This is an optimization exercise on Yosys and OpenROAD, whose aim is small area and a short achievable clock period, not a production implementation. Function was checked by simulation only, so behaviour that the tests miss may differ from the original. The clock input has no modelled driver; a real chip could not lean on it and would need a root buffer or a full tree. Power and IR drop assume default switching activity.

==> flow/design.v (excerpt) <==
module alu_top (
    input             clk,
    input      [3:0]  control,
    input             CI,
    input      [31:0] DATA_A,
    input      [31:0] DATA_B,
    output reg [31:0] OUT,
    output reg        CO,
    output reg        OVF,
    output reg        N,
    output reg        Z
);
For scale: about 810 cells after synthesis, about 110 I/O pins, roughly 0.0056 sq mm of cells after synthesis.
clock: 10.0 ns
lec_check: 0
cap_margin: 20
core_margin: 2
core_utilization: 72
gpl_timing_driven: 0
place_density: 0.8
slew_margin: 20
standard.sh (not shown) runs the stock make flow with config.mk's settings and CLKGATE_MAP_FILE= SYNTH_SCRIPT=/design/flow/synth_recipe.tcl, a recipe that flattens the netlist after the stock synthesis.
==> flow/flow/run.sh <==
#!/bin/bash
# ORFS layout through the standard.sh, with these changes:
# - the ports get small fast buffers (buf_1);
# - the clock tree is one level of four clkbuf_16 (flow/cts_manual.tcl);
# - timing repair aims below the clock period (SETUP_SLACK_MARGIN); the design is still
#   built and signed off at the design's period;
# - if flow/abc.script exists, synthesis maps the logic with it instead of ORFS's ABC
#   script (flow/synth.tcl is synth_recipe.tcl with that one change; registers are as in
#   the standard synthesis).
set -euo pipefail
here=$(pwd)
export MY_ABC_SCRIPT=$here/flow/abc.script
bash standard.sh \
  "SYNTH_SCRIPT=$here/flow/synth.tcl" \
  "ADDER_MAP_FILE=" \
  "BUFFER_PORTS_ARGS=-buffer_cell sky130_fd_sc_hd__buf_1" \
  "PRE_CTS_TCL=$here/flow/cts_manual.tcl" \
  "SETUP_SLACK_MARGIN=7.3" \
  finish > make_finish.log 2>&1
==> flow/flow/abc.script <==
strash; dch -f; map -D 2200 -B 0.9; topo; stime -c; buffer -c; upsize -c -D 2200; dnsize -c -D 2200
Other scripts of this flow, unchanged in this note and not shown: flow/flow/cts_manual.tcl, flow/flow/synth.tcl
Edit:
==> flow/flow/abc.script (replaced) <==
strash; dch -f; map -D 3000 -B 0.9; topo; stime -c; buffer -c; upsize -c -D 3000; dnsize -c -D 3000
--- a/flow/config.mk
+++ b/flow/config.mk
@@ -6,8 +6,8 @@
 export NUM_CORES = 4
 export LEC_CHECK = 0
+export ABC_AREA = 1
 export CAP_MARGIN = 20
 export CORE_MARGIN = 2
-export CORE_UTILIZATION = 72
-export GPL_TIMING_DRIVEN = 0
-export PLACE_DENSITY = 0.8
+export CORE_UTILIZATION = 80
+export PLACE_DENSITY = 0.85
 export SLEW_MARGIN = 20
Outcome: This time the run failed in 5_1_grt (GRT-0232). Synthesized cell count is unchanged. Area after synthesis shrinks by about 0.47%.
Edit:
==> flow/flow/abc.script (replaced) <==
strash; dch -f; map -D 2200 -B 0.9; topo; stime -c; buffer -c; upsize -c -D 2200; dnsize -c -D 2200
--- a/flow/config.mk
+++ b/flow/config.mk
@@ -6,8 +6,7 @@
 export NUM_CORES = 4
 export LEC_CHECK = 0
-export ABC_AREA = 1
 export CAP_MARGIN = 20
 export CORE_MARGIN = 2
-export CORE_UTILIZATION = 80
-export PLACE_DENSITY = 0.85
+export CORE_UTILIZATION = 68
+export PLACE_DENSITY = 0.8
 export SLEW_MARGIN = 20
=> Now the flow completed with no timing, DRC or antenna violations; area after synthesis increases slightly; synthesized cell count is unchanged.
Edit:
==> flow/flow/abc.script (replaced) <==
strash; dch -f; map -D 3000 -B 0.9; topo; stime -c; buffer -c; upsize -c -D 3000; dnsize -c -D 3000
--- a/flow/config.mk
+++ b/flow/config.mk
@@ -6,7 +6,7 @@
 export NUM_CORES = 4
 export LEC_CHECK = 0
+export ABC_AREA = 1
 export CAP_MARGIN = 20
 export CORE_MARGIN = 2
-export CORE_UTILIZATION = 68
-export PLACE_DENSITY = 0.8
+export CORE_UTILIZATION = 40
 export SLEW_MARGIN = 20
Result: The changed run ran to the end with no violations; power is about the same; sequential power barely changes; die area came out higher by about 66%; worst hold slack stays flat; via count came out lower by 6.4%; sequential share of layout area came out lower by 0.64 points.
Edit:
--- a/flow/config.mk
+++ b/flow/config.mk
@@ -9,4 +9,5 @@
 export CAP_MARGIN = 20
 export CORE_MARGIN = 2
-export CORE_UTILIZATION = 40
+export CORE_UTILIZATION = 72
+export PLACE_DENSITY = 0.8
 export SLEW_MARGIN = 20
The changed run finished with timing, DRC and antenna clean.
Global-route usage came out higher by 16 points.
Power increases by about 2.3%.
Via count grows by 11%.
Die area falls by 43%.
Synthesized cell count stays the same.
In the first, third, fourth and fifth runs of this note the design's own scripts or RTL, not TritonCTS, make the clock network.

[static timing again, ports no longer ideal]
No port has a modelled driver above. Below, the same layouts with a new extraction and two added sets of constraints.
Step 1: set_driving_cell puts a clkbuf_16 on clk and a buf_2 on each other input, an assumption about the parent block.
Step 2 also shifts input and output timing later by t, the mid clock arrival at the registers, as if the neighbouring blocks saw the same clock.
a / b / c = no drivers / after step 1 / after step 2; a / b = the first two.
| run | t, ns | setup slack, ns | worst data-port slew with drivers (ns) |
|---|---|---|---|
| the first run | 0.245 | 7.279 / 7.189 / 7.286 | 0.05 |
| the third run | 0.241 | 7.337 / 7.251 / 7.456 | 0.03 |
| the fourth run | 0.246 | 7.340 / 7.253 / 7.499 | 0.04 |
| the fifth run | 0.242 | 7.328 / 7.243 / 7.373 | 0.04 |
After both steps every run listed still meets setup and hold.
